This is an optimization exercise on Yosys and OpenROAD, whose aim is small area and a short achievable clock period, not a production implementation.
No functional check of the RTL was part of any run shown here.
Power is estimated from default activity; no workload was simulated.

File: flow/run.sh
#!/bin/bash
# synth_recipe.tcl (not shown) runs the flow's synth.tcl, then flattens the netlist and writes it again
# the make line also repeats each setting of config.mk as NAME=value (left out here)
make -C /OpenROAD-flow-scripts/flow DESIGN_CONFIG=/design/flow/config.mk WORK_HOME=/design/flow/orfs CLKGATE_MAP_FILE= SYNTH_SCRIPT=/design/flow/synth_recipe.tcl finish
File: flow/config.mk
export PLATFORM = sky130hd
export DESIGN_NAME = pe_mac
export DESIGN_NICKNAME = pe_mac
export VERILOG_FILES = /design/flow/design.v
export SDC_FILE = /design/flow/constraint.sdc
export NUM_CORES = 4
export LEC_CHECK = 0
export CAP_MARGIN = 20
export CORE_MARGIN = 2
export CORE_UTILIZATION = 40
export SETUP_SLACK_MARGIN = 3.0
export SLEW_MARGIN = 20
File: flow/constraint.sdc
create_clock -name core_clock -period 6.0 [get_ports {clk}]
set_input_delay 1.2000 -clock core_clock [delete_from_list [all_inputs] [get_ports {clk}]]
set_output_delay 1.2000 -clock core_clock [all_outputs]
set_load 0.01 [all_outputs]
File: flow/design.v
module pe_mac #(
  parameter int WA       = 16,
  parameter int WB       = 16,
  parameter int ACCW     = 40,
  parameter int MULT_LAT = 1,
  parameter int ADD_LAT  = 0
) (
  input  logic                    clk,
  input  logic                    rst_n,
  input  logic                    in_valid,
  output logic                    in_ready,
  input  logic signed [WA-1:0]    a_in,
  input  logic signed [WB-1:0]    b_in,
  input  logic signed [ACCW-1:0]  psum_in,
  output logic                    out_valid,
  input  logic                    out_ready,
  output logic signed [WA-1:0]    a_out,
  output logic signed [WB-1:0]    b_out,
  output logic signed [ACCW-1:0]  psum_out
);
  logic        acc;
  logic [15:0] A, B;
  logic [39:0] P;           
  logic [39:0] S;
  logic [3:0]  V;
  logic [39:0] psum_off;
  assign in_ready = out_ready;
  assign acc      = in_valid & out_ready;
  assign psum_off = {psum_in[39:31] - 9'd1, psum_in[30:0]};
  always_ff @(posedge clk) begin
    if (!rst_n) begin
      A <= '0;
      B <= '0;
      P <= 40'hFF80000000;
    end else if (acc) begin
      A <= a_in;
      B <= b_in;
      P <= psum_off;
    end
  end
  logic bo0;
  logic bt0;
  logic bn0;
  logic pp0_0;
  logic pp0_1;
  logic pp0_2;
  logic pp0_3;
  logic pp0_4;
  logic pp0_5;
  logic pp0_6;
  logic pp0_7;
  logic pp0_8;
  logic pp0_9;
  logic pp0_10;
  logic pp0_11;
  logic pp0_12;
  logic pp0_13;
  logic pp0_14;
  logic pp0_15;
  logic pp0_16;
  logic ns0;
  logic bo1;
  logic bt1;
  logic bn1;
  logic pp1_0;
  logic pp1_1;
  logic pp1_2;
  logic pp1_3;
  logic pp1_4;
  logic pp1_5;
  logic pp1_6;
  logic pp1_7;
  logic pp1_8;
  logic pp1_9;
  logic pp1_10;
  logic pp1_11;
  logic pp1_12;
  logic pp1_13;
  logic pp1_14;
  logic pp1_15;
  logic pp1_16;
  logic ns1;
  logic bo2;
  logic bt2;
  logic bn2;
  logic pp2_0;
  logic pp2_1;
  logic pp2_2;
  logic pp2_3;
  logic pp2_4;
  logic pp2_5;
  logic pp2_6;
  logic pp2_7;
  logic pp2_8;
  logic pp2_9;
  logic pp2_10;
  logic pp2_11;
  logic pp2_12;
  logic pp2_13;
  logic pp2_14;
  logic pp2_15;
  logic pp2_16;
  logic ns2;
  logic bo3;
  logic bt3;
  logic bn3;
  logic pp3_0;
  logic pp3_1;
  logic pp3_2;
  logic pp3_3;
  logic pp3_4;
  logic pp3_5;
  logic pp3_6;
  logic pp3_7;
  logic pp3_8;
  logic pp3_9;
  logic pp3_10;
  logic pp3_11;
  logic pp3_12;
  logic pp3_13;
  logic pp3_14;
  logic pp3_15;
  logic pp3_16;
  logic ns3;
  logic bo4;
  logic bt4;
  logic bn4;
  logic pp4_0;
  logic pp4_1;
  logic pp4_2;
  logic pp4_3;
  logic pp4_4;
  logic pp4_5;
  logic pp4_6;
  logic pp4_7;
  logic pp4_8;
  logic pp4_9;
  logic pp4_10;
  logic pp4_11;
  logic pp4_12;
  logic pp4_13;
  logic pp4_14;
  logic pp4_15;
  logic pp4_16;
  logic ns4;
  logic bo5;
  logic bt5;
  logic bn5;
  logic pp5_0;
  logic pp5_1;
  logic pp5_2;
  logic pp5_3;
  logic pp5_4;
  logic pp5_5;
  logic pp5_6;
  logic pp5_7;
  logic pp5_8;
  logic pp5_9;
  logic pp5_10;
  logic pp5_11;
  logic pp5_12;
  logic pp5_13;
  logic pp5_14;
  logic pp5_15;
  logic pp5_16;
  logic ns5;
  logic bo6;
  logic bt6;
  logic bn6;
  logic pp6_0;
  logic pp6_1;
  logic pp6_2;
  logic pp6_3;
  logic pp6_4;
  logic pp6_5;
  logic pp6_6;
  logic pp6_7;
  logic pp6_8;
  logic pp6_9;
  logic pp6_10;
  logic pp6_11;
  logic pp6_12;
  logic pp6_13;
  logic pp6_14;
  logic pp6_15;
  logic pp6_16;
  logic ns6;
  logic bo7;
  logic bt7;
  logic bn7;
  logic pp7_0;
  logic pp7_1;
  logic pp7_2;
  logic pp7_3;
  logic pp7_4;
  logic pp7_5;
  logic pp7_6;
  logic pp7_7;
  logic pp7_8;
  logic pp7_9;
  logic pp7_10;
  logic pp7_11;
  logic pp7_12;
  logic pp7_13;
  logic pp7_14;
  logic pp7_15;
  logic pp7_16;
  logic ns7;
  logic hs0;
  logic hc0;
  logic hs1;
  logic hc1;
  logic fs2;
  logic fc2;
  logic hs3;
  logic hc3;
  logic fs4;
  logic fc4;
  logic hs5;
  logic hc5;
  logic fs6;
  logic fc6;
  logic fs7;
  logic fc7;
  logic hs8;
  logic hc8;
  logic fs9;
  logic fc9;
  logic fs10;
  logic fc10;
  logic hs11;
  logic hc11;
  logic fs12;
  logic fc12;
  logic fs13;
  logic fc13;
  logic hs14;
  logic hc14;
  logic fs15;
  logic fc15;
  logic fs16;
  logic fc16;
  logic hs17;
  logic hc17;
  logic fs18;
  logic fc18;
  logic fs19;
  logic fc19;
  logic hs20;
  logic hc20;
  logic fs21;
  logic fc21;
  logic fs22;
  logic fc22;
  logic fs23;
  logic fc23;
  logic hs24;
  logic hc24;
  logic hs25;
  logic hc25;
  logic hs26;
  logic hc26;
  logic fs27;
  logic fc27;
  logic hs28;
  logic hc28;
  logic fs29;
  logic fc29;
  logic hs30;
  logic hc30;
  logic fs31;
  logic fc31;
  logic fs32;
  logic fc32;
  logic fs33;
  logic fc33;
  logic fs34;
  logic fc34;
  logic fs35;
  logic fc35;
  logic fs36;
  logic fc36;
  logic fs37;
  logic fc37;
  logic fs38;
  logic fc38;
  logic fs39;
  logic fc39;
  logic fs40;
  logic fc40;
  logic fs41;
  logic fc41;
  logic fs42;
  logic fc42;
  logic fs43;
  logic fc43;
  logic fs44;
  logic fc44;
  logic fs45;
  logic fc45;
  logic fs46;
  logic fc46;
  logic fs47;
  logic fc47;
  logic fs48;
  logic fc48;
  logic fs49;
  logic fc49;
  logic fs50;
  logic fc50;
  logic fs51;
  logic fc51;
  logic fs52;
  logic fc52;
  logic fs53;
  logic fc53;
  logic fs54;
  logic fc54;
  logic fs55;
  logic fc55;
  logic fs56;
  logic fc56;
  logic fs57;
  logic fc57;
  logic hs58;
  logic hc58;
  logic fs59;
  logic fc59;
  logic hs60;
  logic hc60;
  logic hs61;
  logic hc61;
  logic hs62;
  logic hc62;
  logic fs63;
  logic fc63;
  logic fs64;
  logic fc64;
  logic fs65;
  logic fc65;
  logic fs66;
  logic fc66;
  logic fs67;
  logic fc67;
  logic fs68;
  logic fc68;
  logic fs69;
  logic fc69;
  logic fs70;
  logic fc70;
  logic fs71;
  logic fc71;
  logic fs72;
  logic fc72;
  logic fs73;
  logic fc73;
  logic fs74;
  logic fc74;
  logic fs75;
  logic fc75;
  logic fs76;
  logic fc76;
  logic fs77;
  logic fc77;
  logic fs78;
  logic fc78;
  logic fs79;
  logic fc79;
  logic fs80;
  logic fc80;
  logic fs81;
  logic fc81;
  logic fs82;
  logic fc82;
  logic fs83;
  logic fc83;
  logic hs84;
  logic hc84;
  logic hs85;
  logic hc85;
  logic hs86;
  logic hc86;
  logic fs87;
  logic fc87;
  logic fs88;
  logic fc88;
  logic fs89;
  logic fc89;
  logic fs90;
  logic fc90;
  logic fs91;
  logic fc91;
  logic fs92;
  logic fc92;
  logic fs93;
  logic fc93;
  logic fs94;
  logic fc94;
  logic fs95;
  logic fc95;
  logic fs96;
  logic fc96;
  logic fs97;
  logic fc97;
  logic fs98;
  logic fc98;
  logic fs99;
  logic fc99;
  logic fs100;
  logic fc100;
  logic fs101;
  logic fc101;
  logic fs102;
  logic fc102;
  logic fs103;
  logic fc103;
  logic fs104;
  logic fc104;
  logic fs105;
  logic fc105;
  logic fs106;
  logic fc106;
  logic fs107;
  logic fc107;
  logic fs108;
  logic fc108;
  logic fs109;
  logic fc109;
  logic fs110;
  logic fc110;
  logic fs111;
  logic fc111;
  logic hs112;
  logic hc112;
  assign bo0 = B[0] ^ 1'b0;
  assign bt0 = (B[1] & ~B[0] & ~1'b0) | (~B[1] & B[0] & 1'b0);
  assign bn0 = B[1];
  assign pp0_0 = (bo0 & A[0]) ^ bn0;
  assign pp0_1 = ((bo0 & A[1]) | (bt0 & A[0])) ^ bn0;
  assign pp0_2 = ((bo0 & A[2]) | (bt0 & A[1])) ^ bn0;
  assign pp0_3 = ((bo0 & A[3]) | (bt0 & A[2])) ^ bn0;
  assign pp0_4 = ((bo0 & A[4]) | (bt0 & A[3])) ^ bn0;
  assign pp0_5 = ((bo0 & A[5]) | (bt0 & A[4])) ^ bn0;
  assign pp0_6 = ((bo0 & A[6]) | (bt0 & A[5])) ^ bn0;
  assign pp0_7 = ((bo0 & A[7]) | (bt0 & A[6])) ^ bn0;
  assign pp0_8 = ((bo0 & A[8]) | (bt0 & A[7])) ^ bn0;
  assign pp0_9 = ((bo0 & A[9]) | (bt0 & A[8])) ^ bn0;
  assign pp0_10 = ((bo0 & A[10]) | (bt0 & A[9])) ^ bn0;
  assign pp0_11 = ((bo0 & A[11]) | (bt0 & A[10])) ^ bn0;
  assign pp0_12 = ((bo0 & A[12]) | (bt0 & A[11])) ^ bn0;
  assign pp0_13 = ((bo0 & A[13]) | (bt0 & A[12])) ^ bn0;
  assign pp0_14 = ((bo0 & A[14]) | (bt0 & A[13])) ^ bn0;
  assign pp0_15 = ((bo0 & A[15]) | (bt0 & A[14])) ^ bn0;
  assign pp0_16 = ((bo0 & A[15]) | (bt0 & A[15])) ^ bn0;
  assign ns0 = ~pp0_16;
  assign bo1 = B[2] ^ B[1];
  assign bt1 = (B[3] & ~B[2] & ~B[1]) | (~B[3] & B[2] & B[1]);
  assign bn1 = B[3];
  assign pp1_0 = (bo1 & A[0]) ^ bn1;
  assign pp1_1 = ((bo1 & A[1]) | (bt1 & A[0])) ^ bn1;
  assign pp1_2 = ((bo1 & A[2]) | (bt1 & A[1])) ^ bn1;
  assign pp1_3 = ((bo1 & A[3]) | (bt1 & A[2])) ^ bn1;
  assign pp1_4 = ((bo1 & A[4]) | (bt1 & A[3])) ^ bn1;
  assign pp1_5 = ((bo1 & A[5]) | (bt1 & A[4])) ^ bn1;
  assign pp1_6 = ((bo1 & A[6]) | (bt1 & A[5])) ^ bn1;
  assign pp1_7 = ((bo1 & A[7]) | (bt1 & A[6])) ^ bn1;
  assign pp1_8 = ((bo1 & A[8]) | (bt1 & A[7])) ^ bn1;
  assign pp1_9 = ((bo1 & A[9]) | (bt1 & A[8])) ^ bn1;
  assign pp1_10 = ((bo1 & A[10]) | (bt1 & A[9])) ^ bn1;
  assign pp1_11 = ((bo1 & A[11]) | (bt1 & A[10])) ^ bn1;
  assign pp1_12 = ((bo1 & A[12]) | (bt1 & A[11])) ^ bn1;
  assign pp1_13 = ((bo1 & A[13]) | (bt1 & A[12])) ^ bn1;
  assign pp1_14 = ((bo1 & A[14]) | (bt1 & A[13])) ^ bn1;
  assign pp1_15 = ((bo1 & A[15]) | (bt1 & A[14])) ^ bn1;
  assign pp1_16 = ((bo1 & A[15]) | (bt1 & A[15])) ^ bn1;
  assign ns1 = ~pp1_16;
  assign bo2 = B[4] ^ B[3];
  assign bt2 = (B[5] & ~B[4] & ~B[3]) | (~B[5] & B[4] & B[3]);
  assign bn2 = B[5];
  assign pp2_0 = (bo2 & A[0]) ^ bn2;
  assign pp2_1 = ((bo2 & A[1]) | (bt2 & A[0])) ^ bn2;
  assign pp2_2 = ((bo2 & A[2]) | (bt2 & A[1])) ^ bn2;
  assign pp2_3 = ((bo2 & A[3]) | (bt2 & A[2])) ^ bn2;
  assign pp2_4 = ((bo2 & A[4]) | (bt2 & A[3])) ^ bn2;
  assign pp2_5 = ((bo2 & A[5]) | (bt2 & A[4])) ^ bn2;
  assign pp2_6 = ((bo2 & A[6]) | (bt2 & A[5])) ^ bn2;
  assign pp2_7 = ((bo2 & A[7]) | (bt2 & A[6])) ^ bn2;
  assign pp2_8 = ((bo2 & A[8]) | (bt2 & A[7])) ^ bn2;
  assign pp2_9 = ((bo2 & A[9]) | (bt2 & A[8])) ^ bn2;
  assign pp2_10 = ((bo2 & A[10]) | (bt2 & A[9])) ^ bn2;
  assign pp2_11 = ((bo2 & A[11]) | (bt2 & A[10])) ^ bn2;
  assign pp2_12 = ((bo2 & A[12]) | (bt2 & A[11])) ^ bn2;
  assign pp2_13 = ((bo2 & A[13]) | (bt2 & A[12])) ^ bn2;
  assign pp2_14 = ((bo2 & A[14]) | (bt2 & A[13])) ^ bn2;
  assign pp2_15 = ((bo2 & A[15]) | (bt2 & A[14])) ^ bn2;
  assign pp2_16 = ((bo2 & A[15]) | (bt2 & A[15])) ^ bn2;
  assign ns2 = ~pp2_16;
  assign bo3 = B[6] ^ B[5];
  assign bt3 = (B[7] & ~B[6] & ~B[5]) | (~B[7] & B[6] & B[5]);
  assign bn3 = B[7];
  assign pp3_0 = (bo3 & A[0]) ^ bn3;
  assign pp3_1 = ((bo3 & A[1]) | (bt3 & A[0])) ^ bn3;
  assign pp3_2 = ((bo3 & A[2]) | (bt3 & A[1])) ^ bn3;
  assign pp3_3 = ((bo3 & A[3]) | (bt3 & A[2])) ^ bn3;
  assign pp3_4 = ((bo3 & A[4]) | (bt3 & A[3])) ^ bn3;
  assign pp3_5 = ((bo3 & A[5]) | (bt3 & A[4])) ^ bn3;
  assign pp3_6 = ((bo3 & A[6]) | (bt3 & A[5])) ^ bn3;
  assign pp3_7 = ((bo3 & A[7]) | (bt3 & A[6])) ^ bn3;
  assign pp3_8 = ((bo3 & A[8]) | (bt3 & A[7])) ^ bn3;
  assign pp3_9 = ((bo3 & A[9]) | (bt3 & A[8])) ^ bn3;
  assign pp3_10 = ((bo3 & A[10]) | (bt3 & A[9])) ^ bn3;
  assign pp3_11 = ((bo3 & A[11]) | (bt3 & A[10])) ^ bn3;
  assign pp3_12 = ((bo3 & A[12]) | (bt3 & A[11])) ^ bn3;
  assign pp3_13 = ((bo3 & A[13]) | (bt3 & A[12])) ^ bn3;
  assign pp3_14 = ((bo3 & A[14]) | (bt3 & A[13])) ^ bn3;
  assign pp3_15 = ((bo3 & A[15]) | (bt3 & A[14])) ^ bn3;
  assign pp3_16 = ((bo3 & A[15]) | (bt3 & A[15])) ^ bn3;
  assign ns3 = ~pp3_16;
  assign bo4 = B[8] ^ B[7];
  assign bt4 = (B[9] & ~B[8] & ~B[7]) | (~B[9] & B[8] & B[7]);
  assign bn4 = B[9];
  assign pp4_0 = (bo4 & A[0]) ^ bn4;
  assign pp4_1 = ((bo4 & A[1]) | (bt4 & A[0])) ^ bn4;
  assign pp4_2 = ((bo4 & A[2]) | (bt4 & A[1])) ^ bn4;
  assign pp4_3 = ((bo4 & A[3]) | (bt4 & A[2])) ^ bn4;
  assign pp4_4 = ((bo4 & A[4]) | (bt4 & A[3])) ^ bn4;
  assign pp4_5 = ((bo4 & A[5]) | (bt4 & A[4])) ^ bn4;
  assign pp4_6 = ((bo4 & A[6]) | (bt4 & A[5])) ^ bn4;
  assign pp4_7 = ((bo4 & A[7]) | (bt4 & A[6])) ^ bn4;
  assign pp4_8 = ((bo4 & A[8]) | (bt4 & A[7])) ^ bn4;
  assign pp4_9 = ((bo4 & A[9]) | (bt4 & A[8])) ^ bn4;
  assign pp4_10 = ((bo4 & A[10]) | (bt4 & A[9])) ^ bn4;
  assign pp4_11 = ((bo4 & A[11]) | (bt4 & A[10])) ^ bn4;
  assign pp4_12 = ((bo4 & A[12]) | (bt4 & A[11])) ^ bn4;
  assign pp4_13 = ((bo4 & A[13]) | (bt4 & A[12])) ^ bn4;
  assign pp4_14 = ((bo4 & A[14]) | (bt4 & A[13])) ^ bn4;
  assign pp4_15 = ((bo4 & A[15]) | (bt4 & A[14])) ^ bn4;
  assign pp4_16 = ((bo4 & A[15]) | (bt4 & A[15])) ^ bn4;
  assign ns4 = ~pp4_16;
  assign bo5 = B[10] ^ B[9];
  assign bt5 = (B[11] & ~B[10] & ~B[9]) | (~B[11] & B[10] & B[9]);
  assign bn5 = B[11];
  assign pp5_0 = (bo5 & A[0]) ^ bn5;
  assign pp5_1 = ((bo5 & A[1]) | (bt5 & A[0])) ^ bn5;
  assign pp5_2 = ((bo5 & A[2]) | (bt5 & A[1])) ^ bn5;
  assign pp5_3 = ((bo5 & A[3]) | (bt5 & A[2])) ^ bn5;
  assign pp5_4 = ((bo5 & A[4]) | (bt5 & A[3])) ^ bn5;
  assign pp5_5 = ((bo5 & A[5]) | (bt5 & A[4])) ^ bn5;
  assign pp5_6 = ((bo5 & A[6]) | (bt5 & A[5])) ^ bn5;
  assign pp5_7 = ((bo5 & A[7]) | (bt5 & A[6])) ^ bn5;
  assign pp5_8 = ((bo5 & A[8]) | (bt5 & A[7])) ^ bn5;
  assign pp5_9 = ((bo5 & A[9]) | (bt5 & A[8])) ^ bn5;
  assign pp5_10 = ((bo5 & A[10]) | (bt5 & A[9])) ^ bn5;
  assign pp5_11 = ((bo5 & A[11]) | (bt5 & A[10])) ^ bn5;
  assign pp5_12 = ((bo5 & A[12]) | (bt5 & A[11])) ^ bn5;
  assign pp5_13 = ((bo5 & A[13]) | (bt5 & A[12])) ^ bn5;
  assign pp5_14 = ((bo5 & A[14]) | (bt5 & A[13])) ^ bn5;
  assign pp5_15 = ((bo5 & A[15]) | (bt5 & A[14])) ^ bn5;
  assign pp5_16 = ((bo5 & A[15]) | (bt5 & A[15])) ^ bn5;
  assign ns5 = ~pp5_16;
  assign bo6 = B[12] ^ B[11];
  assign bt6 = (B[13] & ~B[12] & ~B[11]) | (~B[13] & B[12] & B[11]);
  assign bn6 = B[13];
  assign pp6_0 = (bo6 & A[0]) ^ bn6;
  assign pp6_1 = ((bo6 & A[1]) | (bt6 & A[0])) ^ bn6;
  assign pp6_2 = ((bo6 & A[2]) | (bt6 & A[1])) ^ bn6;
  assign pp6_3 = ((bo6 & A[3]) | (bt6 & A[2])) ^ bn6;
  assign pp6_4 = ((bo6 & A[4]) | (bt6 & A[3])) ^ bn6;
  assign pp6_5 = ((bo6 & A[5]) | (bt6 & A[4])) ^ bn6;
  assign pp6_6 = ((bo6 & A[6]) | (bt6 & A[5])) ^ bn6;
  assign pp6_7 = ((bo6 & A[7]) | (bt6 & A[6])) ^ bn6;
  assign pp6_8 = ((bo6 & A[8]) | (bt6 & A[7])) ^ bn6;
  assign pp6_9 = ((bo6 & A[9]) | (bt6 & A[8])) ^ bn6;
  assign pp6_10 = ((bo6 & A[10]) | (bt6 & A[9])) ^ bn6;
  assign pp6_11 = ((bo6 & A[11]) | (bt6 & A[10])) ^ bn6;
  assign pp6_12 = ((bo6 & A[12]) | (bt6 & A[11])) ^ bn6;
  assign pp6_13 = ((bo6 & A[13]) | (bt6 & A[12])) ^ bn6;
  assign pp6_14 = ((bo6 & A[14]) | (bt6 & A[13])) ^ bn6;
  assign pp6_15 = ((bo6 & A[15]) | (bt6 & A[14])) ^ bn6;
  assign pp6_16 = ((bo6 & A[15]) | (bt6 & A[15])) ^ bn6;
  assign ns6 = ~pp6_16;
  assign bo7 = B[14] ^ B[13];
  assign bt7 = (B[15] & ~B[14] & ~B[13]) | (~B[15] & B[14] & B[13]);
  assign bn7 = B[15];
  assign pp7_0 = (bo7 & A[0]) ^ bn7;
  assign pp7_1 = ((bo7 & A[1]) | (bt7 & A[0])) ^ bn7;
  assign pp7_2 = ((bo7 & A[2]) | (bt7 & A[1])) ^ bn7;
  assign pp7_3 = ((bo7 & A[3]) | (bt7 & A[2])) ^ bn7;
  assign pp7_4 = ((bo7 & A[4]) | (bt7 & A[3])) ^ bn7;
  assign pp7_5 = ((bo7 & A[5]) | (bt7 & A[4])) ^ bn7;
  assign pp7_6 = ((bo7 & A[6]) | (bt7 & A[5])) ^ bn7;
  assign pp7_7 = ((bo7 & A[7]) | (bt7 & A[6])) ^ bn7;
  assign pp7_8 = ((bo7 & A[8]) | (bt7 & A[7])) ^ bn7;
  assign pp7_9 = ((bo7 & A[9]) | (bt7 & A[8])) ^ bn7;
  assign pp7_10 = ((bo7 & A[10]) | (bt7 & A[9])) ^ bn7;
  assign pp7_11 = ((bo7 & A[11]) | (bt7 & A[10])) ^ bn7;
  assign pp7_12 = ((bo7 & A[12]) | (bt7 & A[11])) ^ bn7;
  assign pp7_13 = ((bo7 & A[13]) | (bt7 & A[12])) ^ bn7;
  assign pp7_14 = ((bo7 & A[14]) | (bt7 & A[13])) ^ bn7;
  assign pp7_15 = ((bo7 & A[15]) | (bt7 & A[14])) ^ bn7;
  assign pp7_16 = ((bo7 & A[15]) | (bt7 & A[15])) ^ bn7;
  assign ns7 = ~pp7_16;
  assign hs0 = pp0_10 ^ pp1_8;
  assign hc0 = pp0_10 & pp1_8;
  assign hs1 = pp0_11 ^ pp1_9;
  assign hc1 = pp0_11 & pp1_9;
  assign fs2 = pp0_12 ^ pp1_10 ^ pp2_8;
  assign fc2 = (pp0_12 & pp1_10) | (pp0_12 & pp2_8) | (pp1_10 & pp2_8);
  assign hs3 = pp3_6 ^ pp4_4;
  assign hc3 = pp3_6 & pp4_4;
  assign fs4 = pp0_13 ^ pp1_11 ^ pp2_9;
  assign fc4 = (pp0_13 & pp1_11) | (pp0_13 & pp2_9) | (pp1_11 & pp2_9);
  assign hs5 = pp3_7 ^ pp4_5;
  assign hc5 = pp3_7 & pp4_5;
  assign fs6 = pp0_14 ^ pp1_12 ^ pp2_10;
  assign fc6 = (pp0_14 & pp1_12) | (pp0_14 & pp2_10) | (pp1_12 & pp2_10);
  assign fs7 = pp3_8 ^ pp4_6 ^ pp5_4;
  assign fc7 = (pp3_8 & pp4_6) | (pp3_8 & pp5_4) | (pp4_6 & pp5_4);
  assign hs8 = pp6_2 ^ pp7_0;
  assign hc8 = pp6_2 & pp7_0;
  assign fs9 = pp0_15 ^ pp1_13 ^ pp2_11;
  assign fc9 = (pp0_15 & pp1_13) | (pp0_15 & pp2_11) | (pp1_13 & pp2_11);
  assign fs10 = pp3_9 ^ pp4_7 ^ pp5_5;
  assign fc10 = (pp3_9 & pp4_7) | (pp3_9 & pp5_5) | (pp4_7 & pp5_5);
  assign hs11 = pp6_3 ^ pp7_1;
  assign hc11 = pp6_3 & pp7_1;
  assign fs12 = pp0_16 ^ pp1_14 ^ pp2_12;
  assign fc12 = (pp0_16 & pp1_14) | (pp0_16 & pp2_12) | (pp1_14 & pp2_12);
  assign fs13 = pp3_10 ^ pp4_8 ^ pp5_6;
  assign fc13 = (pp3_10 & pp4_8) | (pp3_10 & pp5_6) | (pp4_8 & pp5_6);
  assign hs14 = pp6_4 ^ pp7_2;
  assign hc14 = pp6_4 & pp7_2;
  assign fs15 = pp0_16 ^ pp1_15 ^ pp2_13;
  assign fc15 = (pp0_16 & pp1_15) | (pp0_16 & pp2_13) | (pp1_15 & pp2_13);
  assign fs16 = pp3_11 ^ pp4_9 ^ pp5_7;
  assign fc16 = (pp3_11 & pp4_9) | (pp3_11 & pp5_7) | (pp4_9 & pp5_7);
  assign hs17 = pp6_5 ^ pp7_3;
  assign hc17 = pp6_5 & pp7_3;
  assign fs18 = ns0 ^ ns1 ^ pp2_14;
  assign fc18 = (ns0 & ns1) | (ns0 & pp2_14) | (ns1 & pp2_14);
  assign fs19 = pp3_12 ^ pp4_10 ^ pp5_8;
  assign fc19 = (pp3_12 & pp4_10) | (pp3_12 & pp5_8) | (pp4_10 & pp5_8);
  assign hs20 = pp6_6 ^ pp7_4;
  assign hc20 = pp6_6 & pp7_4;
  assign fs21 = pp2_15 ^ pp3_13 ^ pp4_11;
  assign fc21 = (pp2_15 & pp3_13) | (pp2_15 & pp4_11) | (pp3_13 & pp4_11);
  assign fs22 = pp5_9 ^ pp6_7 ^ pp7_5;
  assign fc22 = (pp5_9 & pp6_7) | (pp5_9 & pp7_5) | (pp6_7 & pp7_5);
  assign fs23 = ns2 ^ pp3_14 ^ pp4_12;
  assign fc23 = (ns2 & pp3_14) | (ns2 & pp4_12) | (pp3_14 & pp4_12);
  assign hs24 = pp3_15 ^ pp4_13;
  assign hc24 = pp3_15 & pp4_13;
  assign hs25 = pp0_6 ^ pp1_4;
  assign hc25 = pp0_6 & pp1_4;
  assign hs26 = pp0_7 ^ pp1_5;
  assign hc26 = pp0_7 & pp1_5;
  assign fs27 = pp0_8 ^ pp1_6 ^ pp2_4;
  assign fc27 = (pp0_8 & pp1_6) | (pp0_8 & pp2_4) | (pp1_6 & pp2_4);
  assign hs28 = pp3_2 ^ pp4_0;
  assign hc28 = pp3_2 & pp4_0;
  assign fs29 = pp0_9 ^ pp1_7 ^ pp2_5;
  assign fc29 = (pp0_9 & pp1_7) | (pp0_9 & pp2_5) | (pp1_7 & pp2_5);
  assign hs30 = pp3_3 ^ pp4_1;
  assign hc30 = pp3_3 & pp4_1;
  assign fs31 = pp2_6 ^ pp3_4 ^ pp4_2;
  assign fc31 = (pp2_6 & pp3_4) | (pp2_6 & pp4_2) | (pp3_4 & pp4_2);
  assign fs32 = pp5_0 ^ bn5 ^ hs0;
  assign fc32 = (pp5_0 & bn5) | (pp5_0 & hs0) | (bn5 & hs0);
  assign fs33 = pp2_7 ^ pp3_5 ^ pp4_3;
  assign fc33 = (pp2_7 & pp3_5) | (pp2_7 & pp4_3) | (pp3_5 & pp4_3);
  assign fs34 = pp5_1 ^ hs1 ^ hc0;
  assign fc34 = (pp5_1 & hs1) | (pp5_1 & hc0) | (hs1 & hc0);
  assign fs35 = pp5_2 ^ pp6_0 ^ bn6;
  assign fc35 = (pp5_2 & pp6_0) | (pp5_2 & bn6) | (pp6_0 & bn6);
  assign fs36 = fs2 ^ hs3 ^ hc1;
  assign fc36 = (fs2 & hs3) | (fs2 & hc1) | (hs3 & hc1);
  assign fs37 = pp5_3 ^ pp6_1 ^ fs4;
  assign fc37 = (pp5_3 & pp6_1) | (pp5_3 & fs4) | (pp6_1 & fs4);
  assign fs38 = hs5 ^ fc2 ^ hc3;
  assign fc38 = (hs5 & fc2) | (hs5 & hc3) | (fc2 & hc3);
  assign fs39 = bn7 ^ fs6 ^ fs7;
  assign fc39 = (bn7 & fs6) | (bn7 & fs7) | (fs6 & fs7);
  assign fs40 = hs8 ^ fc4 ^ hc5;
  assign fc40 = (hs8 & fc4) | (hs8 & hc5) | (fc4 & hc5);
  assign fs41 = fs9 ^ fs10 ^ hs11;
  assign fc41 = (fs9 & fs10) | (fs9 & hs11) | (fs10 & hs11);
  assign fs42 = fc6 ^ fc7 ^ hc8;
  assign fc42 = (fc6 & fc7) | (fc6 & hc8) | (fc7 & hc8);
  assign fs43 = fs12 ^ fs13 ^ hs14;
  assign fc43 = (fs12 & fs13) | (fs12 & hs14) | (fs13 & hs14);
  assign fs44 = fc9 ^ fc10 ^ hc11;
  assign fc44 = (fc9 & fc10) | (fc9 & hc11) | (fc10 & hc11);
  assign fs45 = fs15 ^ fs16 ^ hs17;
  assign fc45 = (fs15 & fs16) | (fs15 & hs17) | (fs16 & hs17);
  assign fs46 = fc12 ^ fc13 ^ hc14;
  assign fc46 = (fc12 & fc13) | (fc12 & hc14) | (fc13 & hc14);
  assign fs47 = fs18 ^ fs19 ^ hs20;
  assign fc47 = (fs18 & fs19) | (fs18 & hs20) | (fs19 & hs20);
  assign fs48 = fc15 ^ fc16 ^ hc17;
  assign fc48 = (fc15 & fc16) | (fc15 & hc17) | (fc16 & hc17);
  assign fs49 = 1'b1 ^ fs21 ^ fs22;
  assign fc49 = (1'b1 & fs21) | (1'b1 & fs22) | (fs21 & fs22);
  assign fs50 = fc18 ^ fc19 ^ hc20;
  assign fc50 = (fc18 & fc19) | (fc18 & hc20) | (fc19 & hc20);
  assign fs51 = pp5_10 ^ pp6_8 ^ pp7_6;
  assign fc51 = (pp5_10 & pp6_8) | (pp5_10 & pp7_6) | (pp6_8 & pp7_6);
  assign fs52 = fs23 ^ fc21 ^ fc22;
  assign fc52 = (fs23 & fc21) | (fs23 & fc22) | (fc21 & fc22);
  assign fs53 = pp5_11 ^ pp6_9 ^ pp7_7;
  assign fc53 = (pp5_11 & pp6_9) | (pp5_11 & pp7_7) | (pp6_9 & pp7_7);
  assign fs54 = 1'b1 ^ hs24 ^ fc23;
  assign fc54 = (1'b1 & hs24) | (1'b1 & fc23) | (hs24 & fc23);
  assign fs55 = ns3 ^ pp4_14 ^ pp5_12;
  assign fc55 = (ns3 & pp4_14) | (ns3 & pp5_12) | (pp4_14 & pp5_12);
  assign fs56 = pp6_10 ^ pp7_8 ^ hc24;
  assign fc56 = (pp6_10 & pp7_8) | (pp6_10 & hc24) | (pp7_8 & hc24);
  assign fs57 = pp4_15 ^ pp5_13 ^ pp6_11;
  assign fc57 = (pp4_15 & pp5_13) | (pp4_15 & pp6_11) | (pp5_13 & pp6_11);
  assign hs58 = pp7_9 ^ 1'b1;
  assign hc58 = pp7_9 & 1'b1;
  assign fs59 = ns4 ^ pp5_14 ^ pp6_12;
  assign fc59 = (ns4 & pp5_14) | (ns4 & pp6_12) | (pp5_14 & pp6_12);
  assign hs60 = pp5_15 ^ pp6_13;
  assign hc60 = pp5_15 & pp6_13;
  assign hs61 = pp0_4 ^ pp1_2;
  assign hc61 = pp0_4 & pp1_2;
  assign hs62 = pp0_5 ^ pp1_3;
  assign hc62 = pp0_5 & pp1_3;
  assign fs63 = pp2_2 ^ pp3_0 ^ bn3;
  assign fc63 = (pp2_2 & pp3_0) | (pp2_2 & bn3) | (pp3_0 & bn3);
  assign fs64 = pp2_3 ^ pp3_1 ^ hs26;
  assign fc64 = (pp2_3 & pp3_1) | (pp2_3 & hs26) | (pp3_1 & hs26);
  assign fs65 = bn4 ^ fs27 ^ hs28;
  assign fc65 = (bn4 & fs27) | (bn4 & hs28) | (fs27 & hs28);
  assign fs66 = fs29 ^ hs30 ^ fc27;
  assign fc66 = (fs29 & hs30) | (fs29 & fc27) | (hs30 & fc27);
  assign fs67 = fs31 ^ fs32 ^ fc29;
  assign fc67 = (fs31 & fs32) | (fs31 & fc29) | (fs32 & fc29);
  assign fs68 = fs33 ^ fs34 ^ fc31;
  assign fc68 = (fs33 & fs34) | (fs33 & fc31) | (fs34 & fc31);
  assign fs69 = fs35 ^ fs36 ^ fc33;
  assign fc69 = (fs35 & fs36) | (fs35 & fc33) | (fs36 & fc33);
  assign fs70 = fs37 ^ fs38 ^ fc35;
  assign fc70 = (fs37 & fs38) | (fs37 & fc35) | (fs38 & fc35);
  assign fs71 = fs39 ^ fs40 ^ fc37;
  assign fc71 = (fs39 & fs40) | (fs39 & fc37) | (fs40 & fc37);
  assign fs72 = fs41 ^ fs42 ^ fc39;
  assign fc72 = (fs41 & fs42) | (fs41 & fc39) | (fs42 & fc39);
  assign fs73 = fs43 ^ fs44 ^ fc41;
  assign fc73 = (fs43 & fs44) | (fs43 & fc41) | (fs44 & fc41);
  assign fs74 = fs45 ^ fs46 ^ fc43;
  assign fc74 = (fs45 & fs46) | (fs45 & fc43) | (fs46 & fc43);
  assign fs75 = fs47 ^ fs48 ^ fc45;
  assign fc75 = (fs47 & fs48) | (fs47 & fc45) | (fs48 & fc45);
  assign fs76 = fs49 ^ fs50 ^ fc47;
  assign fc76 = (fs49 & fs50) | (fs49 & fc47) | (fs50 & fc47);
  assign fs77 = fs51 ^ fs52 ^ fc49;
  assign fc77 = (fs51 & fs52) | (fs51 & fc49) | (fs52 & fc49);
  assign fs78 = fs53 ^ fs54 ^ fc51;
  assign fc78 = (fs53 & fs54) | (fs53 & fc51) | (fs54 & fc51);
  assign fs79 = fs55 ^ fs56 ^ fc53;
  assign fc79 = (fs55 & fs56) | (fs55 & fc53) | (fs56 & fc53);
  assign fs80 = fs57 ^ hs58 ^ fc55;
  assign fc80 = (fs57 & hs58) | (fs57 & fc55) | (hs58 & fc55);
  assign fs81 = pp7_10 ^ fs59 ^ fc57;
  assign fc81 = (pp7_10 & fs59) | (pp7_10 & fc57) | (fs59 & fc57);
  assign fs82 = pp7_11 ^ 1'b1 ^ hs60;
  assign fc82 = (pp7_11 & 1'b1) | (pp7_11 & hs60) | (1'b1 & hs60);
  assign fs83 = ns5 ^ pp6_14 ^ pp7_12;
  assign fc83 = (ns5 & pp6_14) | (ns5 & pp7_12) | (pp6_14 & pp7_12);
  assign hs84 = pp6_15 ^ pp7_13;
  assign hc84 = pp6_15 & pp7_13;
  assign hs85 = pp0_2 ^ pp1_0;
  assign hc85 = pp0_2 & pp1_0;
  assign hs86 = pp0_3 ^ pp1_1;
  assign hc86 = pp0_3 & pp1_1;
  assign fs87 = pp2_0 ^ bn2 ^ hs61;
  assign fc87 = (pp2_0 & bn2) | (pp2_0 & hs61) | (bn2 & hs61);
  assign fs88 = pp2_1 ^ hs62 ^ hc61;
  assign fc88 = (pp2_1 & hs62) | (pp2_1 & hc61) | (hs62 & hc61);
  assign fs89 = hs25 ^ fs63 ^ hc62;
  assign fc89 = (hs25 & fs63) | (hs25 & hc62) | (fs63 & hc62);
  assign fs90 = hc25 ^ fs64 ^ fc63;
  assign fc90 = (hc25 & fs64) | (hc25 & fc63) | (fs64 & fc63);
  assign fs91 = hc26 ^ fs65 ^ fc64;
  assign fc91 = (hc26 & fs65) | (hc26 & fc64) | (fs65 & fc64);
  assign fs92 = hc28 ^ fs66 ^ fc65;
  assign fc92 = (hc28 & fs66) | (hc28 & fc65) | (fs66 & fc65);
  assign fs93 = hc30 ^ fs67 ^ fc66;
  assign fc93 = (hc30 & fs67) | (hc30 & fc66) | (fs67 & fc66);
  assign fs94 = fc32 ^ fs68 ^ fc67;
  assign fc94 = (fc32 & fs68) | (fc32 & fc67) | (fs68 & fc67);
  assign fs95 = fc34 ^ fs69 ^ fc68;
  assign fc95 = (fc34 & fs69) | (fc34 & fc68) | (fs69 & fc68);
  assign fs96 = fc36 ^ fs70 ^ fc69;
  assign fc96 = (fc36 & fs70) | (fc36 & fc69) | (fs70 & fc69);
  assign fs97 = fc38 ^ fs71 ^ fc70;
  assign fc97 = (fc38 & fs71) | (fc38 & fc70) | (fs71 & fc70);
  assign fs98 = fc40 ^ fs72 ^ fc71;
  assign fc98 = (fc40 & fs72) | (fc40 & fc71) | (fs72 & fc71);
  assign fs99 = fc42 ^ fs73 ^ fc72;
  assign fc99 = (fc42 & fs73) | (fc42 & fc72) | (fs73 & fc72);
  assign fs100 = fc44 ^ fs74 ^ fc73;
  assign fc100 = (fc44 & fs74) | (fc44 & fc73) | (fs74 & fc73);
  assign fs101 = fc46 ^ fs75 ^ fc74;
  assign fc101 = (fc46 & fs75) | (fc46 & fc74) | (fs75 & fc74);
  assign fs102 = fc48 ^ fs76 ^ fc75;
  assign fc102 = (fc48 & fs76) | (fc48 & fc75) | (fs76 & fc75);
  assign fs103 = fc50 ^ fs77 ^ fc76;
  assign fc103 = (fc50 & fs77) | (fc50 & fc76) | (fs77 & fc76);
  assign fs104 = fc52 ^ fs78 ^ fc77;
  assign fc104 = (fc52 & fs78) | (fc52 & fc77) | (fs78 & fc77);
  assign fs105 = fc54 ^ fs79 ^ fc78;
  assign fc105 = (fc54 & fs79) | (fc54 & fc78) | (fs79 & fc78);
  assign fs106 = fc56 ^ fs80 ^ fc79;
  assign fc106 = (fc56 & fs80) | (fc56 & fc79) | (fs80 & fc79);
  assign fs107 = hc58 ^ fs81 ^ fc80;
  assign fc107 = (hc58 & fs81) | (hc58 & fc80) | (fs81 & fc80);
  assign fs108 = fc59 ^ fs82 ^ fc81;
  assign fc108 = (fc59 & fs82) | (fc59 & fc81) | (fs82 & fc81);
  assign fs109 = hc60 ^ fs83 ^ fc82;
  assign fc109 = (hc60 & fs83) | (hc60 & fc82) | (fs83 & fc82);
  assign fs110 = 1'b1 ^ hs84 ^ fc83;
  assign fc110 = (1'b1 & hs84) | (1'b1 & fc83) | (hs84 & fc83);
  assign fs111 = ns6 ^ pp7_14 ^ hc84;
  assign fc111 = (ns6 & pp7_14) | (ns6 & hc84) | (pp7_14 & hc84);
  assign hs112 = pp7_15 ^ 1'b1;
  assign hc112 = pp7_15 & 1'b1;
  logic [31:0] ms_d, mc_d, Ms, Mc;
  assign ms_d[0] = pp0_0;
  assign ms_d[1] = pp0_1;
  assign ms_d[2] = bn1;
  assign ms_d[3] = hs86;
  assign ms_d[4] = fs87;
  assign ms_d[5] = fs88;
  assign ms_d[6] = fs89;
  assign ms_d[7] = fs90;
  assign ms_d[8] = fs91;
  assign ms_d[9] = fs92;
  assign ms_d[10] = fs93;
  assign ms_d[11] = fs94;
  assign ms_d[12] = fs95;
  assign ms_d[13] = fs96;
  assign ms_d[14] = fs97;
  assign ms_d[15] = fs98;
  assign ms_d[16] = fs99;
  assign ms_d[17] = fs100;
  assign ms_d[18] = fs101;
  assign ms_d[19] = fs102;
  assign ms_d[20] = fs103;
  assign ms_d[21] = fs104;
  assign ms_d[22] = fs105;
  assign ms_d[23] = fs106;
  assign ms_d[24] = fs107;
  assign ms_d[25] = fs108;
  assign ms_d[26] = fs109;
  assign ms_d[27] = fs110;
  assign ms_d[28] = fs111;
  assign ms_d[29] = hs112;
  assign ms_d[30] = ns7;
  assign ms_d[31] = 1'b0;
  assign mc_d[0] = bn0;
  assign mc_d[1] = 1'b0;
  assign mc_d[2] = hs85;
  assign mc_d[3] = hc85;
  assign mc_d[4] = hc86;
  assign mc_d[5] = fc87;
  assign mc_d[6] = fc88;
  assign mc_d[7] = fc89;
  assign mc_d[8] = fc90;
  assign mc_d[9] = fc91;
  assign mc_d[10] = fc92;
  assign mc_d[11] = fc93;
  assign mc_d[12] = fc94;
  assign mc_d[13] = fc95;
  assign mc_d[14] = fc96;
  assign mc_d[15] = fc97;
  assign mc_d[16] = fc98;
  assign mc_d[17] = fc99;
  assign mc_d[18] = fc100;
  assign mc_d[19] = fc101;
  assign mc_d[20] = fc102;
  assign mc_d[21] = fc103;
  assign mc_d[22] = fc104;
  assign mc_d[23] = fc105;
  assign mc_d[24] = fc106;
  assign mc_d[25] = fc107;
  assign mc_d[26] = fc108;
  assign mc_d[27] = fc109;
  assign mc_d[28] = fc110;
  assign mc_d[29] = fc111;
  assign mc_d[30] = hc112;
  assign mc_d[31] = 1'b0;
  always_ff @(posedge clk) begin
    if (!rst_n) begin
      Ms <= 32'h80000000;
      Mc <= 32'h0;
    end else begin
      Ms <= ms_d;
      Mc <= mc_d;
    end
  end
  logic [31:0] cs_s, cs_c;
  assign cs_s = P[31:0] ^ Ms ^ Mc;
  assign cs_c = (P[31:0] & Ms) | (P[31:0] & Mc) | (Ms & Mc);
  logic [39:0] sum;
  assign sum = {P[39:32], cs_s} + {7'd0, cs_c, 1'b0};
  always_ff @(posedge clk) begin
    if (!rst_n) begin
      S <= '0;
      V <= '0;
    end else begin
      S <= sum;
      V <= {V[2:0], acc};
    end
  end
  assign a_out     = A;
  assign b_out     = B;
  assign psum_out  = S;
  assign out_valid = V[3];
endmodule
==> results of run 1 <==
routing by layer:
layer  up-vias  share of wire (%)
li1       6722                  -
met1      6717                 45
met2       631                 44
met3       110                6.7
met4         0                3.7
met5         -                  0
sequential cells by signal, indices dropped and copies added, names as in the netlist:
register / cells
Mc: 30
S: 40
V: 4
B: 16
Ms: 32
P: 40
A: 16
area by class of cell:
type	instances	area share, %
clock buffer	17	2.24
sequential	178	19.3
tap	468	3.09
clock inverter	15	0.890
multi-input combinational	1463	57.0
timing repair buffer	290	15.2
inverter	117	2.34
timing repair inverter	1	0.0396
logic make-up (layout without fill, tap and decap cells):
logic type | Yosys count | after routing | share of synthesized area (%)
and+or+nand+nor | 657 | 662 | 19.1
AOI/OAI and AO/OA | 524 | 524 | 21.5
buffers and inverters | 306 | 440 | 8.11
adders and majority gates | 204 | 204 | 22.5
DFF | 178 | 178 | 24.3
xor gates and xnor gates | 65 | 65 | 3.89
muxes | 8 | 8 | 0.555
power breakdown:
| part | leakage, nW | internal (mW) | total, mW | switching (mW) |
|---|---|---|---|---|
| registers | 1.48 | 1.35 | 1.47 | 0.125 |
| logic | 5.66 | 0.824 | 1.81 | 0.987 |
| clock network | 0.297 | 0.627 | 1.17 | 0.546 |
| total | 7.44 | 2.80 | 4.46 | 1.66 |
cell usage in the layout, fill, tap and decap left out, types with 27 or more instances in the layout:
| cell type | synthesis | final |
|---|---|---|
| sky130_fd_sc_hd__a21oi_1 | 224 | 203 |
| sky130_fd_sc_hd__a22oi_1 | 45 | 34 |
| sky130_fd_sc_hd__and2_1 | 69 | 56 |
| sky130_fd_sc_hd__buf_4 | 10 | 92 |
| sky130_fd_sc_hd__buf_6 | 0 | 27 |
| sky130_fd_sc_hd__clkdlybuf4s50_1 | 0 | 144 |
| sky130_fd_sc_hd__dfxtp_1 | 178 | 148 |
| sky130_fd_sc_hd__fa_1 | 111 | 83 |
| sky130_fd_sc_hd__fa_2 | 0 | 28 |
| sky130_fd_sc_hd__ha_1 | 59 | 41 |
| sky130_fd_sc_hd__inv_1 | 116 | 92 |
| sky130_fd_sc_hd__maj3_1 | 34 | 33 |
| sky130_fd_sc_hd__nand2_1 | 394 | 383 |
| sky130_fd_sc_hd__nor2_1 | 124 | 119 |
| sky130_fd_sc_hd__o21ai_0 | 114 | 77 |
| sky130_fd_sc_hd__o21ai_1 | 1 | 28 |
| sky130_fd_sc_hd__xor2_1 | 41 | 37 |
metrics by stage:
step           hold slack [ns]  power [mW]  instance area [um2]
3_3_place_gp             0.429        3.04                16300
3_5_place_dp             0.427        3.07                16300
6_report                 0.445        4.46                19000
4_1_cts                  0.444        4.36                18300
5_1_grt                  0.459        4.73                19000
2_1_floorplan            0.412        2.53                14900
worst max path at each step:
stage | from | endpoint | slack [ns] | depth (start not counted)
2_1_floorplan | B[5]$_SDFFE_PN0P_ | Ms[14]$_SDFF_PN0_ | 2.54 | 15
3_3_place_gp | B[7]$_SDFFE_PN0P_ | Ms[20]$_SDFF_PN0_ | 1.77 | 12
3_5_place_dp | B[7]$_SDFFE_PN0P_ | Ms[20]$_SDFF_PN0_ | 1.73 | 12
4_1_cts | B[5]$_SDFFE_PN0P_ | Ms[18]$_SDFF_PN0_ | 2.60 | 11
5_1_grt | B[5]$_SDFFE_PN0P_ | Ms[17]$_SDFF_PN0_ | 2.45 | 12
6_report | B[5]$_SDFFE_PN0P_ | Ms[20]$_SDFF_PN0_ | 2.54 | 14
worst reg2reg max path, stage by stage (launching register included):
cell                       delay, ns
sky130_fd_sc_hd__dfxtp_4        0.36
sky130_fd_sc_hd__buf_12         0.14
sky130_fd_sc_hd__buf_4          0.17
sky130_fd_sc_hd__nand2_8        0.09
sky130_fd_sc_hd__nand2_1        0.06
sky130_fd_sc_hd__a21oi_1        0.16
sky130_fd_sc_hd__nor2_1         0.06
sky130_fd_sc_hd__a221oi_2       0.24
sky130_fd_sc_hd__fa_1           0.46
sky130_fd_sc_hd__inv_1          0.08
sky130_fd_sc_hd__fa_1           0.43
sky130_fd_sc_hd__fa_1           0.50
sky130_fd_sc_hd__inv_1          0.05
sky130_fd_sc_hd__fa_2           0.51
sky130_fd_sc_hd__and2_1         0.11
synthesized netlist by cell type, types with 9 or more instances:
master / number / area, um2
sky130_fd_sc_hd__a211oi_1: 12 / 90.1
sky130_fd_sc_hd__a21o_1: 11 / 82.6
sky130_fd_sc_hd__a21oi_1: 224 / 1120
sky130_fd_sc_hd__a221oi_1: 32 / 280
sky130_fd_sc_hd__a22oi_1: 45 / 338
sky130_fd_sc_hd__and2_1: 69 / 432
sky130_fd_sc_hd__buf_1: 29 / 109
sky130_fd_sc_hd__buf_4: 10 / 75.1
sky130_fd_sc_hd__clkbuf_1: 148 / 556
sky130_fd_sc_hd__dfxtp_1: 178 / 3560
sky130_fd_sc_hd__fa_1: 111 / 2220
sky130_fd_sc_hd__ha_1: 59 / 738
sky130_fd_sc_hd__inv_1: 116 / 435
sky130_fd_sc_hd__maj3_1: 34 / 340
sky130_fd_sc_hd__nand2_1: 394 / 1480
sky130_fd_sc_hd__nand3_1: 9 / 45.0
sky130_fd_sc_hd__nand4_1: 9 / 56.3
sky130_fd_sc_hd__nor2_1: 124 / 465
sky130_fd_sc_hd__nor2b_1: 18 / 113
sky130_fd_sc_hd__nor3_1: 9 / 45.0
sky130_fd_sc_hd__o211ai_1: 17 / 128
sky130_fd_sc_hd__o21ai_0: 114 / 571
sky130_fd_sc_hd__o22ai_1: 24 / 150
sky130_fd_sc_hd__o31ai_1: 12 / 90.1
sky130_fd_sc_hd__xnor2_1: 24 / 210
sky130_fd_sc_hd__xor2_1: 41 / 359
timing repair:
action                     4_1_cts  5_1_grt
gates cloned                     7        4
setup endpoints to repair       74       57
pin swaps                       48       72
resized for setup              199      122
setup buffers                   70       34
==> impl_metrics.csv, run 1 <==
group,metric,value,unit
clocking,cts.reportedPaths.clkPinSlew,0.07,ns
worst_setup_path,worst_r2r_endpoint,"Ms[20]$_SDFF_PN0_",
die,design.portCount,150,
synthesis,ys_async_sr_fraction,0,%
place,buffer_ports.inserted,149,
sta,finalSetupViolCount,0,
worst_setup_path,rrSetupSlack,2.54,ns
sta,finalHoldViolations,0,
routing,vias,14180,
cells_and_area,area_growth,29.5,%
place,post-place-ws,1.73,ns
cells_and_area,nets,2314,
synthesis,syn-instance-count,1942,
clocking,max-clock-path-buffers,2,
synthesis,synth-edff-count,0,
sta,grt_setup_unrepaired,"yes",
die,die_span_in_x,195,um
worst_setup_path,timing.reg2reg.worst_path_depth,14,
sta,period_needed,3.46,ns
die,initial_utilization,40.3,%
worst_setup_path,cp_max_fo,6,
die,placementRows,70,
worst_setup_path,crit_path_start_kind,"flop",
worst_setup_path,cp_data_required_time,6.40,ns
sta,max_slew_margin,34.6,%
worst_setup_path,timing.critical_path.mode_cell,"sky130_fd_sc_hd__fa_1",
clocking,clkSinkCount,178,
cells_and_area,final-seq-area,3660,um2
worst_setup_path,critPathArrivalTime,3.86,ns
global_routing,grt-ovfl-total,0,
cells_and_area,final_util,52.2,%
routing,drt-total-wl,48.3,mm
cells_and_area,post_route_cells_drive_above_1_share,19.4,%
routing,viasPerCell,5.56,
worst_setup_path,crit-reg2reg-launch,"B[5]$_SDFFE_PN0P_",
hold_path,hold_depth,1,
die,die_area,38200,um2
sta,final.period_utilization,57.7,%
sta,tightestPinTransition,0.981,ns
routing,drc_violations,0,
place,placed_instances,2402,
global_routing,vias_in_the_first_global_route,13377,
cells_and_area,fill_cells,3430,
worst_setup_path,crit_family,"adder cells",
global_routing,antenna_violations_before_repair,0,
worst_setup_path,critical-path-max-stage-delay,0.51,ns
worst_setup_path,path_cells,"buf_12, buf_4, nand2_8, nand2_1, a21oi_1, nor2_1, a221oi_2, fa_1, inv_1, fa_1, fa_1, inv_1, fa_2, and2_1",
run_status,run_status,"no timing/DRC/antenna violations",
worst_setup_path,critical_path_class,"flop to flop",
cells_and_area,layoutNonFillerInstCount,2549,
global_routing,gr-max-usage-layer,"met2",
synthesis,ffs_latches_synth,178,
synthesis,post_synth_instance_area,14700,um2
clocking,cts_inserted_buffers,17,
routing,drt.antenna.violating_nets,0,
routing,routed_wire_length_per_instance,18.9,um
global_routing,grt_usage,24.7,%
synthesis,average_cell_area_after_synthesis,7.55,um2
global_routing,grt_max_degree,87,
die,floorplan.core_area,36300,um2
hold_path,hold_path_class,"flop to flop",
cells_and_area,antenna_cells_inserted,0,
clocking,tritoncts,"done",
power,p_leak,7.44,nW
place,routabilityCongestion,0.896,
cells_and_area,multiInputGateArea,10800,um2
synthesis,mappedNetlistNets,2188,
global_routing,global_route.usage.met1,34.2,%
clocking,root_buffer,"sky130_fd_sc_hd__clkbuf_16",
sta,timing_max_transition_violations_final,0,
worst_setup_path,timing.critical_path.to_type,"flop",
clocking,cts-hold-fix-buffers,0,
place,dpl.hpwl,31.3,mm
global_routing,use_met2,38.9,%
worst_setup_path,timing.critical_path.buf_inv,4,
power,areal_power_density_over_the_cells,235,nW/um2
die,die_height,195,um
clocking,worst_skew_pair.late_latency,0.46,ns
sta,clock_skew,0.0152,ns
synthesis,synth_cell_types,58,
synthesis,yosys_most_used_dff,"sky130_fd_sc_hd__dfxtp_1",
routing,detail_route.first_pass.iterations,5,
hold_path,timing.hold.worst.start,"V[0]$_SDFF_PN0_",
global_routing,grt_first_pass_wirelength,74.1,mm
power,vdd_drop_max,0.225,mV
synthesis,synth-warning-count,1,
worst_setup_path,critical_path.slowest_cell,"sky130_fd_sc_hd__fa_2",
hold_path,worst_hold_path.endpoint,"V[1]$_SDFF_PN0_",
routing,drt_iter0_markers,1360,
clocking,cts-htree-levels,4,
run,max_cap_viol_count,0,
synthesis,synth_seq_area_share,24.3,%
sta,final.setup.tns,0,ns
sta,fin_ws,2.54,ns
sta,achievable-frequency,289,MHz
global_routing,globalRouteMet3Util,4.04,%
==> run 2, diff against run 1 <==
--- a/flow/config.mk
+++ b/flow/config.mk
@@ -8,5 +8,4 @@
 export CAP_MARGIN = 20
 export CORE_MARGIN = 2
 export CORE_UTILIZATION = 40
-export SETUP_SLACK_MARGIN = 3.0
 export SLEW_MARGIN = 20
==> run 2 against run 1 <==
Synthesized cell count unchanged. First-iteration DRC count down 22%. Via count down 7.0%. Combinational power down 11%. Fmax down 19%. Sequential power about the same. Global-route usage down 2.0 points. Non-clock buffer count down 102. Power down 4.9%. Clock skew up 0.0013 ns. Largest cell class unchanged.
==> impl_metrics.csv, run 2 <==
group,metric,value,unit
synthesis,synth_cell_types,58,
worst_setup_path,cp_max_fo,15,
die,design.portCount,150,
synthesis,mappedNetlistNets,2188,
global_routing,antenna_violations_before_repair,1,
hold_path,timing.hold.worst.start,"V[1]$_SDFF_PN0_",
cells_and_area,nets,2206,
clocking,cts_inserted_buffers,17,
synthesis,synth-warning-count,1,
synthesis,ys_async_sr_fraction,0,%
die,initial_utilization,40.3,%
cells_and_area,mostFrequentLayoutCells,"sky130_fd_sc_hd__nand2_1 (393), sky130_fd_sc_hd__a21oi_1 (224), sky130_fd_sc_hd__dfxtp_1 (176), sky130_fd_sc_hd__clkdlybuf4s50_1 (148), sky130_fd_sc_hd__nor2_1 (124)",
sta,achievable-frequency,235,MHz
clocking,cts_resized,0,
sta,clock_skew,0.0165,ns
sta,finalSetupViolCount,0,
synthesis,yosys_most_used_dff,"sky130_fd_sc_hd__dfxtp_1",
synthesis,post-synth-top-count-cell,"sky130_fd_sc_hd__nand2_1",
synthesis,synth_seq_area_share,24.3,%
clocking,tritoncts,"done",
place,dpl.hpwl,31.8,mm
cells_and_area,area_growth,15.2,%
worst_setup_path,crit_path_start_kind,"flop",
power,vdd_drop_max,0.227,mV
routing,drc_violations,0,
worst_setup_path,critical-path-max-stage-delay,0.62,ns
clocking,cts-htree-levels,4,
hold_path,hold_path_class,"flop to flop",
cells_and_area,post_route_cells_drive_above_1_share,4.26,%
worst_setup_path,timing.reg2reg.worst_path_depth,12,
sta,period_needed,4.25,ns
worst_setup_path,critical_path_class,"flop to flop",
clocking,max-clock-path-buffers,2,
run,max_cap_viol_count,0,
power,p_leak,6.61,nW
cells_and_area,fill_cells,3600,
worst_setup_path,critPathArrivalTime,4.60,ns
die,placementRows,70,
worst_setup_path,path_cells,"and2_1, nand2_1, a21oi_1, nor2_1, a221oi_1, fa_1, fa_1, inv_1, fa_1, inv_1, fa_1, and2_1",
run_status,run_status,"no timing/DRC/antenna violations",
synthesis,post-synth-top-area-fraction,24.3,%
worst_setup_path,timing.critical_path.to_type,"flop",
place,post-place-ws,1.85,ns
sta,timing_max_transition_violations_final,0,
routing,drt-total-wl,43.4,mm
routing,detail_route.first_pass.iterations,6,
synthesis,post_synth_instance_area,14700,um2
place,routabilityCongestion,0.881,
worst_setup_path,worst_r2r_endpoint,"Ms[14]$_SDFF_PN0_",
die,floorplan.core_area,36300,um2
routing,drt_iter0_markers,1056,
hold_path,hold_depth,1,
synthesis,synth_commonest_cells,"sky130_fd_sc_hd__nand2_1 (394), sky130_fd_sc_hd__a21oi_1 (224), sky130_fd_sc_hd__dfxtp_1 (178), sky130_fd_sc_hd__clkbuf_1 (148), sky130_fd_sc_hd__nor2_1 (124)",
cells_and_area,largest_registers_ranked_by_flip_flop_count,"P (40), S (40), Ms (32)",
sta,grt_setup_unrepaired,"no",
clocking,cts.reportedPaths.clkPinSlew,0.08,ns
die,die_span_in_x,195,um
sta,max_slew_margin,33.3,%
power,areal_power_density_over_the_cells,251,nW/um2
sta,tightestPinTransition,1.00,ns
routing,drt.antenna.violating_nets,0,
die,die_height,195,um
cells_and_area,antenna_cells_inserted,0,
sta,finalHoldViolations,0,
clocking,cts-hold-fix-buffers,0,
place,buffer_ports.inserted,149,
synthesis,netlist_top_cells_area,"sky130_fd_sc_hd__dfxtp_1 (24%), sky130_fd_sc_hd__fa_1 (15%), sky130_fd_sc_hd__nand2_1 (10%)",
global_routing,vias_in_the_first_global_route,12052,
synthesis,syn-instance-count,1942,
clocking,worst_skew_pair.late_latency,0.46,ns
synthesis,average_cell_area_after_synthesis,7.55,um2
worst_setup_path,timing.critical_path.mode_cell,"sky130_fd_sc_hd__fa_1",
clocking,clkSinkCount,178,
worst_setup_path,crit-reg2reg-launch,"B[3]$_SDFFE_PN0P_",
global_routing,grt_usage,22.7,%
worst_setup_path,rrSetupSlack,1.75,ns
routing,routed_wire_length_per_instance,17.8,um
sta,final.setup.tns,0,ns
die,die_area,38200,um2
clocking,cts_setup_buffers,0,
routing,vias,13187,
synthesis,synth-edff-count,0,
worst_setup_path,cp_data_required_time,6.35,ns
synthesis,ffs_latches_synth,178,
global_routing,grt-ovfl-total,0,
sta,fin_ws,1.75,ns
routing,viasPerCell,5.41,
cells_and_area,layout.cells.most_common,"sky130_fd_sc_hd__nand2_1",
synthesis,synth.largest_area_cell,"sky130_fd_sc_hd__dfxtp_1",
clocking,root_buffer,"sky130_fd_sc_hd__clkbuf_16",
sta,final.period_utilization,70.9,%
global_routing,grt_first_pass_wirelength,68.4,mm
global_routing,grt_max_degree,74,
hold_path,worst_hold_path.endpoint,"V[2]$_SDFF_PN0_",
worst_setup_path,critical_path.slowest_cell,"sky130_fd_sc_hd__dfxtp_1",
[run 2: cell counts after synthesis]
No cell type changed its count.
[run 2: worst max-delay path by stage]
stage	from	end	slack [ns]	depth (start not counted)
after floorplan	B[2]$_SDFFE_PN0P_	Ms[14]$_SDFF_PN0_	2.11	14
after detailed placement	B[3]$_SDFFE_PN0P_	Ms[14]$_SDFF_PN0_	1.85	12
after global placement	B[3]$_SDFFE_PN0P_	Ms[14]$_SDFF_PN0_	1.82	12
after CTS	B[3]$_SDFFE_PN0P_	Ms[14]$_SDFF_PN0_	1.80	12
after global routing	B[3]$_SDFFE_PN0P_	Ms[14]$_SDFF_PN0_	1.50	12
final	B[3]$_SDFFE_PN0P_	Ms[14]$_SDFF_PN0_	1.75	12
[run 2: kinds of logic (layout without fill, tap and decap cells)]
kind of cell / count (synthesis) / count (layout) / share of synthesized area [%]
fa+ha+maj: 204 / 204 / 22.5
mux: 8 / 8 / 0.555
buf+inv: 306 / 335 / 8.11
compound gates: 524 / 524 / 21.5
flops: 178 / 178 / 24.3
simple gates: 657 / 657 / 19.1
xor+xnor: 65 / 65 / 3.89
[run 2: critical path, delay by kind of cell, from the launching register on]
| family | cells | cell delay, ns |
|---|---|---|
| simple gates | 4 | 0.85 |
| compound gates | 2 | 0.54 |
| fa+ha+maj | 4 | 2.01 |
| flops | 1 | 0.62 |
| buf+inv | 2 | 0.11 |
[run 2: metrics by stage]
stage          hold WS (ns)  power (mW)  cell area [um2]  cells  utilization, %
2_1_floorplan         0.412        2.52            14700   1942               -
3_3_place_gp          0.422        3.07            16300   2409            44.8
3_5_place_dp          0.424        3.09            16300   2409            44.8
4_1_cts               0.439        4.25            16900   2439            46.4
5_1_grt               0.457        4.54            16900   2439            46.4
6_report              0.433        4.24            16900   2439            46.4
[run 2: layout make-up]
cell class | count | area [um2] | share of cell area [%]
repair buffers | 188 | 1790 | 10.6
clock buffers | 18 | 439 | 2.60
clock inverters | 12 | 149 | 0.882
flip-flops and latches | 178 | 3570 | 21.1
well taps | 468 | 586 | 3.47
multi-input cells | 1458 | 9900 | 58.7
inverters | 117 | 440 | 2.61
[run 2: report_power, final]
part	leakage [nW]	internal, mW	switching [mW]
Clock	0.285	0.632	0.527
Sequential	1.46	1.35	0.113
Combinational	4.86	0.708	0.905
[run 2: metal layers]
layer / vias up / GRT usage [%] / part of all wire [%]
met5: - / 0 / 0
met4: 0 / 6.70 / 2.2
met3: 49 / 3.13 / 6.1
met2: 393 / 34.5 / 44
met1: 6251 / 33.5 / 48
li1: 6494 / - / -

## re-timing with driven ports
No port has a modelled driver above. Below, the same layouts with a new extraction and two added sets of constraints.
Step 1 assumes that a clkbuf_16 drives the clock port and a buf_2 every other input.
Step 2 also shifts input and output timing later by t, the mid clock arrival at the registers, as if the neighbouring blocks saw the same clock.
a / b / c = ideal / step 1 / step 2; a / b = the first two.
run | t, ns | setup WS [ns] | hold WS [ns] | pins driven straight from the clock port
run 1 | 0.505 | 2.537 / 2.537 / 2.537 | 0.445 / 0.445 / 0.445 | 1
run 2 | 0.505 | 1.747 / 1.747 / 1.747 | 0.433 / 0.433 / 0.433 | 1
After both steps setup and hold are still met in every run listed.
